Context: an optimization exercise on an open-source flow, tuned for small area, a short achievable clock period and few clock cycles per item. The choices shown serve that exercise and are no tape-out recipe. RTL that was checked went through simulation tests only; none was proved equivalent to the original. For run 1, only the layout was checked, not whether the RTL still works. Power and IR drop assume default switching activity.

==> flow/design.v, too long to show whole: its modules and the start of the top module <==
// module booth: 2109 lines
module booth(clk, rst, inp, mtpr, mtpd, done, adds, subs, prod);
  // ...
==> flow/run.sh <==
#!/bin/bash
# synth_recipe.tcl (not shown) runs the flow's synth.tcl, then flattens the netlist and writes it again
# the make line also repeats each setting of config.mk as NAME=value (left out here)
make -C /OpenROAD-flow-scripts/flow DESIGN_CONFIG=/design/flow/config.mk WORK_HOME=/design/flow/orfs CLKGATE_MAP_FILE= SYNTH_SCRIPT=/design/flow/synth_recipe.tcl finish
==> flow/config.mk <==
export PLATFORM = sky130hd
export DESIGN_NAME = booth
export DESIGN_NICKNAME = booth
export VERILOG_FILES = /design/flow/design.v
export SDC_FILE = /design/flow/constraint.sdc
export NUM_CORES = 4
export LEC_CHECK = 0
export CAP_MARGIN = 20
export CORE_MARGIN = 2
export CORE_UTILIZATION = 40
export PLACE_DENSITY = 0.6
export SETUP_SLACK_MARGIN = 0.3
export SLEW_MARGIN = 20
==> flow/constraint.sdc <==
create_clock -name core_clock -period 6.0 [get_ports {clk}]
set_input_delay 1.2000 -clock core_clock [delete_from_list [all_inputs] [get_ports {clk}]]
set_output_delay 1.2000 -clock core_clock [all_outputs]
set_load 0.01 [all_outputs]
==> flow_summary.ini, run 1 <==
[route]
totalWireLength_um = 100000
wl_met3_um = 9460
drt_iter0_drc = 2584

[pwr]
maxPowerGroup = combinational logic
clkPwrFrac = 0.047
p_int_w = 0.0122
seq_power_w = 0.00270
p_sw_frac = 0.493
powerComb_w = 0.0202

[timing]
slew_violations = 0
setup_viol = 0
tns_ns = 0
worst_pin_slew_ns = 0.796

[synth]
syn_area_per_cell_sq_um = 10.2
synth_xor_xnor_area_share = 0.172
ys_types = 66
synth_common_cells = xnor2_1, fa_1, a22oi_1
synthFlopType = edfxtp_1
yosys_warnings = 1
syn-instance-count = 2857
synth_top_area_cell = fa_1

[finish]
top_register = q
clock_area_frac = 0.0178
area_growth_syn_to_layout_pct = 15.0
seq_area_frac = 0.129
dominant_cells = multi-input gates
num-multi-input-gates = 2150
diodes = 4
n_all_buffers = 370

[grt]
grt_max_degree = 61
overflow = 0

[placement]
dp_hpwl_um = 79700
place_ws_ns = -0.0226
placed_area_sq_um = 32700
portBuffers = 137

[job]
drv_cap = 0

[floorplan]
io_pins = 144

[outcome]
outcome = timing/DRC/antenna clean

[worst_setup_path]
crit_slowest_cell = clkdlybuf4s50_1
cpPeakStageDelay_ns = 0.56
start_kind = flop
critPathMaxFanout = 8

[clock_network]
cts.clk_slew.worst_paths_ns = 0.07
h-tree-depth = 4
==> inputs of run 2 (changes only) <==
--- a/flow/design.v
+++ b/flow/design.v
@@ -2092,18 +2092,16 @@
     wire o_125 = q[128] ^ q[129];
     wire o_126 = q[128] & q[129];
     wire o_127 = q[130] ^ q[131];
     wire o_128 = q[130] & q[131];
     wire o_129 = q[132] ^ q[133];
     wire o_130 = q[132] & q[133];
     wire o_131 = q[134] ^ q[135];
     wire o_132 = q[134] & q[135];
-    wire o_133 = ~q[136];
-    wire o_134 = q[137] ^ o_133;
-    wire o_135 = q[137] & o_133;
-    wire o_136 = q[138] ^ q[136];
-    wire o_137 = q[138] & q[136];
-    wire [62:0] ta = {o_135, o_132, o_130, o_128, o_126, o_124, o_122, o_120, o_118, o_116, o_114, o_112, o_110, o_108, o_106, o_104, o_102, o_100, o_98, o_96, o_94, o_91, o_88, o_85, o_82, o_79, o_76, o_73, o_70, o_67, o_64, o_61, o_58, o_55, o_52, o_50, o_48, o_46, o_44, o_42, o_40, o_38, o_36, o_34, o_32, o_30, o_28, o_26, o_24, o_22, o_20, o_18, o_16, o_14, o_12, o_10, o_8, o_6, o_4, o_2, o_1, q[2], q[0]};
-    wire [62:0] tb = {o_136, o_134, o_131, o_129, o_127, o_125, o_123, o_121, o_119, o_117, o_115, o_113, o_111, o_109, o_107, o_105, o_103, o_101, o_99, o_97, o_95, o_93, o_90, o_87, o_84, o_81, o_78, o_75, o_72, o_69, o_66, o_63, o_60, o_57, o_54, o_51, o_49, o_47, o_45, o_43, o_41, o_39, o_37, o_35, o_33, o_31, o_29, o_27, o_25, o_23, o_21, o_19, o_17, o_15, o_13, o_11, o_9, o_7, o_5, o_3, 1'b0, 1'b0, q[1]};
+    wire o_133 = q[136] ^ q[137];
+    wire o_134 = o_133 ^ 1'b1;
+    wire o_135 = (q[136] & q[137]) | (o_133 & 1'b1);
+    wire [62:0] ta = {q[138], o_134, o_131, o_129, o_127, o_125, o_123, o_121, o_119, o_117, o_115, o_113, o_111, o_109, o_107, o_105, o_103, o_101, o_99, o_97, o_95, o_93, o_90, o_87, o_84, o_81, o_78, o_75, o_72, o_69, o_66, o_63, o_60, o_57, o_54, o_51, o_49, o_47, o_45, o_43, o_41, o_39, o_37, o_35, o_33, o_31, o_29, o_27, o_25, o_23, o_21, o_19, o_17, o_15, o_13, o_11, o_9, o_7, o_5, o_3, o_1, q[2], q[0]};
+    wire [62:0] tb = {o_135, o_132, o_130, o_128, o_126, o_124, o_122, o_120, o_118, o_116, o_114, o_112, o_110, o_108, o_106, o_104, o_102, o_100, o_98, o_96, o_94, o_91, o_88, o_85, o_82, o_79, o_76, o_73, o_70, o_67, o_64, o_61, o_58, o_55, o_52, o_50, o_48, o_46, o_44, o_42, o_40, o_38, o_36, o_34, o_32, o_30, o_28, o_26, o_24, o_22, o_20, o_18, o_16, o_14, o_12, o_10, o_8, o_6, o_4, o_2, 1'b0, 1'b0, q[1]};
     wire [62:0] hi = ta + tb;
     assign prod = {hi[62], hi};
 endmodule
==> flow/flow/run.sh (new file) <==
#!/bin/bash
# The standard layout, with the port buffers that global placement inserts made
# sky130_fd_sc_hd__buf_4 instead of the delay cell buffer_ports picks by default.
set -euo pipefail
export BUFFER_PORTS_ARGS="-buffer_cell sky130_fd_sc_hd__buf_4"
bash standard.sh > flow_make.log 2>&1
==> flow/standard.sh (new file) <==
#!/bin/bash
# synth_recipe.tcl (not shown) runs the flow's synth.tcl, then flattens the netlist and writes it again
# the make line also repeats each setting of config.mk as NAME=value (left out here)
make -C /OpenROAD-flow-scripts/flow DESIGN_CONFIG=/design/flow/config.mk WORK_HOME=/design/flow/orfs CLKGATE_MAP_FILE= SYNTH_SCRIPT=/design/flow/synth_recipe.tcl "${@:-finish}"
removed: flow/run.sh
==> flow_summary.ini, run 2 <==
[outcome]
outcome = timing/DRC/antenna clean

[finish]
layout.nets = 3500
area_growth_syn_to_layout_pct = 9.34
diodes = 0
final_cell_mix = xnor2_1, fa_1, a22oi_1
layout.cells.non_filler = 3780
reg.largest.list = q: 139 flops, half: 4 flops, sgn: 1 flops
drive_gt1_frac = 0.120
largest_reg_flops = 139
top_register = q
final_common_cell = xnor2_1

[synth]
netlist.area_leader.share = 0.316
synth_most_common_cell = xnor2_1
syn_area_sq_um = 29000
yosys_warnings = 1
synthFlopType = edfxtp_1
synth_top_area_cell = fa_1
ys_ff_latch = 144
syn-instance-count = 2840
synth_xor_xnor_area_share = 0.173
synth_compound_area_frac = 0.169
synthArstFlopShare = 0
synth_top_family_by_area = adder cells
synth-seq-area-share = 0.149
yosys.area_share.simple = 0.0334
synth_area_leaders = fa_1, xnor2_1, edfxtp_1
synth_adder_area_share = 0.384
ys_types = 74
syn_area_per_cell_sq_um = 10.2
synth_mux_area_frac = 0.0177
synth-edff-count = 144
synth_common_cells = xnor2_1, fa_1, a22oi_1

[timing]
final_hold_viol_count = 0
worst_pin_slew_ns = 0.999
rsz0062_at_grt = false
slew_violations = 0
fmax_mhz = 179
fin_crit_ns = 5.60
slew_headroom = 0.334
tns_ns = 0
setup_viol = 0
min_period_over_period = 0.933

[grt]
grt_use_total = 0.263
grt_first_pass_wirelength_um = 148000
grt_antenna_before_repair = 0
overflow = 0
grt_max_degree = 145
first_global_vias = 23544

[clock_network]
cts.clk_slew.worst_paths_ns = 0.07
clock-sinks = 144
cts-buffers-inserted = 17
ctsRootBufferMaster = clkbuf_16
clock_path_buffers = 2
postCtsHoldBufs = 0
cts_tree = built
h-tree-depth = 4

[pwr]
pwr-share-comb = 0.834
power_density_nw_per_um2 = 730
leakage_nw = 12.5
ir_drop_uv = 534
clkPwrFrac = 0.050
p_sw_frac = 0.505
p_seq_frac = 0.117
p_sw_w = 0.0117
p_int_w = 0.0115

[route]
drt_iter0_drc = 2531
wire_per_inst_um = 25.9
drtPass1Iterations = 7
ant_nets = 0
viasPerCell = 6.05
totalWireLength_um = 98000
drcViolationCount = 0
routed-via-count = 22859

[worst_setup_path]
start_kind = flop
critPathLaunch = q[62]
critPathMaxFanout = 8
cp_data_arrival_time_ns = 4.40
end_kind = output port
crit_required_ns = 4.80
cpPeakStageDelay_ns = 0.49
cp_common_cell = buf_4
path_class = reg2out
crit_chain = fa_1, ha_2, nand4_1, nor4_2, nand2_1, o211ai_1, nor3_1, buf_4, a21bo_1, o31a_1, o31ai_1, xor2_1, buf_4
crit_slowest_cell = fa_1

[placement]
dp_hpwl_um = 72000
place_congestion = 0.941
portBuffers = 137
dpl.cell_count = 3745

[worst_hold_path]
hp-start = mtpr[30]
hold_class = in2reg
hold_depth = 1

[floorplan]
rows = 98
start_util = 0.405
fp.dieH_um = 273
core_area_sq_um = 71600
design.die.area_sq_um = 74700
io_pins = 144
die_x_um = 273

[job]
drv_cap = 0
[run 2: what timing repair did]
| action | CTS | global route |
|---|---|---|
| pin swaps | 3 | 2 |
| endpoints found under the setup margin | 10 | 5 |
| gates resized for setup | 7 | 7 |
| hold endpoints to repair | 0 | 0 |
| buffers inserted | 2 | 1 |
[run 2: cell families after synthesis]
kind of cell / count (synthesis)
simple gates: 203
flops: 144
buf+inv: 559
other cells: 2
mux: 48
fa+ha+maj: 616
compound gates: 696
xor+xnor: 572
[run 2: path summary, 6_finish.rpt]
check,endpoint,slack (ns)
setup / recovery,prod[58],0.40
hold / removal,sgn,1.14
[run 2: area by class of cell]
| class | count | area (sq um) |
|---|---|---|
| Tap cell | 950 | 1190 |
| Clock buffer | 20 | 437 |
| Multi-Input combinational cell | 2139 | 22700 |
| Fill cell | 6767 | 39900 |
| Clock inverter | 12 | 183 |
| Inverter | 281 | 1060 |
| Timing Repair Buffer | 234 | 1810 |
| Sequential cell | 144 | 4320 |
[run 2: metal layers]
metal	vias up	share of wire	track usage	wire length [um]
met1	11525	0.40	0.350	39400
li1	9592	-	-	-
met3	305	0.11	0.0730	11000
met4	0	0.048	0.114	4670
met5	-	0	0	0
met2	1437	0.44	0.401	42800
[run 2: critical path: cells and delay by family (launching register included)]
| kind | cells | cell delay (ns) |
|---|---|---|
| compound gates | 4 | 1.31 |
| xor+xnor | 1 | 0.20 |
| fa+ha+maj | 2 | 0.92 |
| buf+inv | 2 | 0.33 |
| flops | 1 | 0.40 |
| simple gates | 4 | 0.75 |
[run 2: per-stage QoR]
stage | hold WS [ns] | total power (W) | worst slack (ns) | util | area, sq um
after floorplan | 1.30 | 0.0149 | 0.318 | - | 29000
final | 1.14 | 0.0231 | 0.403 | 0.443 | 31700
after CTS | 1.10 | 0.0234 | 0.317 | 0.442 | 31700
after global placement | 1.63 | 0.0218 | 0.355 | 0.433 | 31000
after detailed placement | 1.63 | 0.0221 | 0.333 | 0.433 | 31000
after global routing | 1.12 | 0.0257 | 0.305 | 0.443 | 31700
[run 2: power groups by stage]
stage          clock [W]  sequential [W]  combinational [W]
5_1_grt          0.00122         0.00275             0.0217
3_3_place_gp           0         0.00272             0.0191
4_1_cts          0.00118         0.00271             0.0195
3_5_place_dp           0         0.00273             0.0194
6_report         0.00115         0.00270             0.0193
2_1_floorplan          0         0.00268             0.0122
Testbench counts of run 2, summed over its fixed seeds: cycles 2,400, items 2,400.

==> separate check: timing with driven ports <==
How much do the figures lean on ideal ports? The routed layouts below were timed once more, with nothing changed but the port constraints. Step 1 assumes that a clkbuf_16 drives the clock port and a buf_2 every other input. Step 2 adds t to the input delays and takes it off the output delays; t is the mean of the earliest and latest rising clock arrival at the registers after step 1. Input paths then give back, and output paths get back, about the clock's delay inside the block. Slacks: no drivers / after step 1 / after step 2; pairs: no drivers / after step 1.
run	t, ns	setup WS [ns]	hold slack, ns	cell pins on the clock port's net
run 1	0.544	0.405 / 0.343 / -0.053	1.129 / 1.099 / 1.642	1
run 2	0.536	0.403 / 0.340 / 0.311	1.143 / 1.100 / 1.637	1
Met with ideal ports but missed after step 2: setup timing in run 1. The setup slack of run 1, which loses most, moves by -0.062 ns with the drivers and by -0.458 ns with both steps.
